Background: an optimization exercise with open tools, aiming at small area and a short achievable clock period. Do not read the settings as production practice.
The RTL was checked by simulation tests, not by an equivalence proof against the original design.

## wip/yarrow
// square_extractor
module square_extractor #(
	parameter WIDTH = 32
)(
	input clk,     
	input rst_n,   
	input din_valid,
	input [2 * WIDTH - 1:0]radicand,
	output dout_valid,
	output [WIDTH - 1:0]dout,
	output [2 * WIDTH - 1:0]remainder
);
Size in the first run: ~9400 cells after synthesis, ~1500 flip-flops, about 160 I/O pins.
clock: 5.5 ns
lec_check: 0
abc_area: 1
cap_margin: 20
core_margin: 2
core_utilization: 55
cts_cluster_diameter: 200
cts_cluster_size: 20
place_density: 0.75
setup_slack_margin: 3.1
slew_margin: 20
standard.sh (not shown) runs the stock make flow with config.mk's settings and CLKGATE_MAP_FILE= SYNTH_SCRIPT=/design/flow/synth_recipe.tcl, a recipe that flattens the netlist after the stock synthesis.
==> flow/flow/run.sh <==
#!/bin/bash
# Own flow: the standard layout (standard.sh, all steps unchanged), except
# that synthesis skips Yosys's extract_fa step and maps the combinational
# logic with flow/abc.script (ORFS's abc_area.script); see flow/synth.tcl.
# Each step's full output goes to a log file of its own in this folder.
set -euo pipefail
W=$(pwd)
export OWN_WORK=$W
export OWN_ABC_SCRIPT=$W/flow/abc.script
for step in synth floorplan place cts route finish; do
  bash standard.sh SYNTH_SCRIPT=$W/flow/synth.tcl $step > $W/$step.log 2>&1
done
==> flow/flow/abc.script <==
strash
dch
map -B 0.9
topo
stime -c
buffer -c
upsize -c
dnsize -c
==> flow/flow/synth.tcl <==
# The standard flow's synthesis script (synth_recipe.tcl in the work folder), without
# Yosys's extract_fa step (ORFS's mapping of full and half adders onto the
# library's fa/ha cells) and with Yosys's abc pass run on flow/abc.script.
# Only the mapping of the combinational logic changes; the flip-flops and
# their names are the standard synthesis's.
proc extract_fa {args} { puts "own flow: extract_fa skipped" }
proc abc {args} {
  set i [lsearch $args -script]
  lset args [expr {$i + 1}] $::env(OWN_ABC_SCRIPT)
  puts "own flow: abc $args"
  yosys abc {*}$args
}
source $::env(OWN_WORK)/synth_recipe.tcl
No stage failed in wip/yarrow, and the final checks on the layout all came back clean.
The following lists how wip/lagoon was set up differently from wip/yarrow:
Settings: TNS_END_PERCENT: unset -> 60.0; CORE_UTILIZATION: 55 -> 40; PLACE_DENSITY: 0.75 -> unset.
Notes after the runs:
Summary — met3 layer usage reported by global route, wip/lagoon relative to wip/yarrow: lower, by 0.91 points. Layout overhead on the synthesized area: wip/lagoon > wip/yarrow. Category of the critical setup timing path = reg -> reg: wip/lagoon; category of the critical setup timing path = reg -> out: wip/yarrow.
What wip/xenon does differently from wip/lagoon at the input level:
Settings: changing SETUP_SLACK_MARGIN from 3.1 to 3.05; removing TNS_END_PERCENT (formerly 60.0).
==> flow/flow/run.sh <==
#!/bin/bash
# Own flow: the standard layout (standard.sh), except that synthesis maps
# the combinational logic with flow/abc.script (see flow/synth.tcl).  Each
# step's full output goes to a log file of its own in this folder.
set -euo pipefail
W=$(pwd)
export OWN_WORK=$W
export OWN_ABC_SCRIPT=$W/flow/abc.script
for step in synth floorplan place cts route finish; do
  bash standard.sh SYNTH_SCRIPT=$W/flow/synth.tcl $step > $W/$step.log 2>&1
done
Compared wip/xenon against wip/lagoon; area taken by flip-flops and latches within noise. In wip/xenon, delay contributed by the slowest stage of the critical path is higher than in wip/lagoon. Against wip/lagoon, wip/xenon comes in 20 higher on top fanout value on the critical path. Looking at wip/lagoon and wip/xenon, the fraction of area in clock buffers and inverters is a wash. The post-layout minimum cycle time in wip/xenon sits 11 ps below the value recorded for wip/lagoon. Cell count is higher on wip/lagoon. In wip/xenon relative to wip/lagoon, sum of routed wire segments on met1 had gone down slightly. As of wip/xenon, met3 layer wire length in the routed design had fallen by a few percent compared to wip/lagoon.
> inputs changed (wip/xenon -> wip/garnet)
Settings: SETUP_SLACK_MARGIN changed from 3.05 to 3.1.
==> flow/flow/run.sh <==
#!/bin/bash
# Own flow: the standard layout (standard.sh, all steps unchanged), except
# that synthesis skips Yosys's extract_fa step and maps the combinational
# logic with flow/abc.script (ORFS's abc_area.script); see flow/synth.tcl.
# Each step's full output goes to a log file of its own in this folder.
set -euo pipefail
W=$(pwd)
export OWN_WORK=$W
export OWN_ABC_SCRIPT=$W/flow/abc.script
for step in synth floorplan place cts route finish; do
  bash standard.sh SYNTH_SCRIPT=$W/flow/synth.tcl $step > $W/$step.log 2>&1
done
==> comparison <==
Final critical-path required period (higher): wip/xenon
Going from wip/xenon to wip/garnet, worst hold-check slack was more or less identical, post-cts sizing count increased about 30%.
Across both runs, via count of the first global-routing pass was higher for wip/garnet than for wip/xenon.
Compared to wip/xenon, wip/garnet has buffers inserted during post-CTS setup optimization 15 higher.
Relative to wip/garnet, the following input files were edited for wip/raven:
==> flow/flow/run.sh <==
#!/bin/bash
# Own flow: the standard layout (standard.sh), except that synthesis maps
# the combinational logic with flow/abc.script (see flow/synth.tcl).  Each
# step's full output goes to a log file of its own in this folder.
set -euo pipefail
W=$(pwd)
export OWN_WORK=$W
export OWN_ABC_SCRIPT=$W/flow/abc.script
for step in synth floorplan place cts route finish; do
  bash standard.sh SYNTH_SCRIPT=$W/flow/synth.tcl $step > $W/$step.log 2>&1
done
### Flow results
~same basic-gate share of the synthesized area counting and, or, nand and nor cells in wip/garnet and wip/raven
The non-clock buffer count was comparable across wip/garnet and wip/raven.
Per the comparison of wip/raven with wip/garnet, count of fill cells added during filler insertion has remained practically unchanged; final instance count without filler cells did not really move; clock tree buffer count of the final layout has remained practically unchanged.
There was hardly any difference in routed wire length per instance between wip/garnet and wip/raven.
Count of antenna-violating nets left after detailed routing: wip/garnet vs wip/raven, no meaningful difference
Comparing wip/garnet against wip/raven, there is no change at all in maximum fanout encountered on the critical timing path.
Edits applied to the flow inputs when going from wip/raven to wip/indigo:
Settings: swapping 3.1 for 3.2 in SETUP_SLACK_MARGIN.
==> flow/flow/run.sh <==
#!/bin/bash
# Own flow: the standard layout (standard.sh, all steps unchanged), except
# that synthesis skips Yosys's extract_fa step and maps the combinational
# logic with flow/abc.script (ORFS's abc_area.script); see flow/synth.tcl.
# Each step's full output goes to a log file of its own in this folder.
set -euo pipefail
W=$(pwd)
export OWN_WORK=$W
export OWN_ABC_SCRIPT=$W/flow/abc.script
for step in synth floorplan place cts route finish; do
  bash standard.sh SYNTH_SCRIPT=$W/flow/synth.tcl $step > $W/$step.log 2>&1
done
## What came out
Changes observed in wip/indigo relative to wip/raven: worst setup slack after layout has decreased. The higher post-CTS setup buffer count of wip/raven and wip/indigo is in wip/indigo.

## port drivers added, routing unchanged
How much do the figures lean on ideal ports? The routed layouts below were timed once more, with nothing changed but the port constraints.
Step 1: set_driving_cell puts a clkbuf_16 on clk and a buf_2 on each other input, an assumption about the parent block.
Step 2 moves the port delays by t, midway between the first and last clock arrival at a register: inputs arrive t later, outputs are due t later. That takes back most of the time a late clock gives input paths.
Slacks: ideal / step 1 / step 2; pairs: ideal / step 1.
| run | shift t [ns] | setup slack, ns | cell pins on the clock port's net |
|---|---|---|---|
| wip/yarrow | 0.782 | 3.146 / 3.072 / 2.689 | 1 |
| wip/lagoon | 0.803 | 3.071 / 3.071 / 2.447 | 1 |
| wip/xenon | 0.803 | 3.082 / 3.028 / 2.498 | 1 |
| wip/garnet | 0.805 | 3.161 / 3.075 / 2.521 | 1 |
| wip/raven | 0.805 | 3.161 / 3.075 / 2.521 | 1 |
| wip/indigo | 0.815 | 3.155 / 3.074 / 2.604 | 1 |
After both steps setup and hold are still met in every run listed.
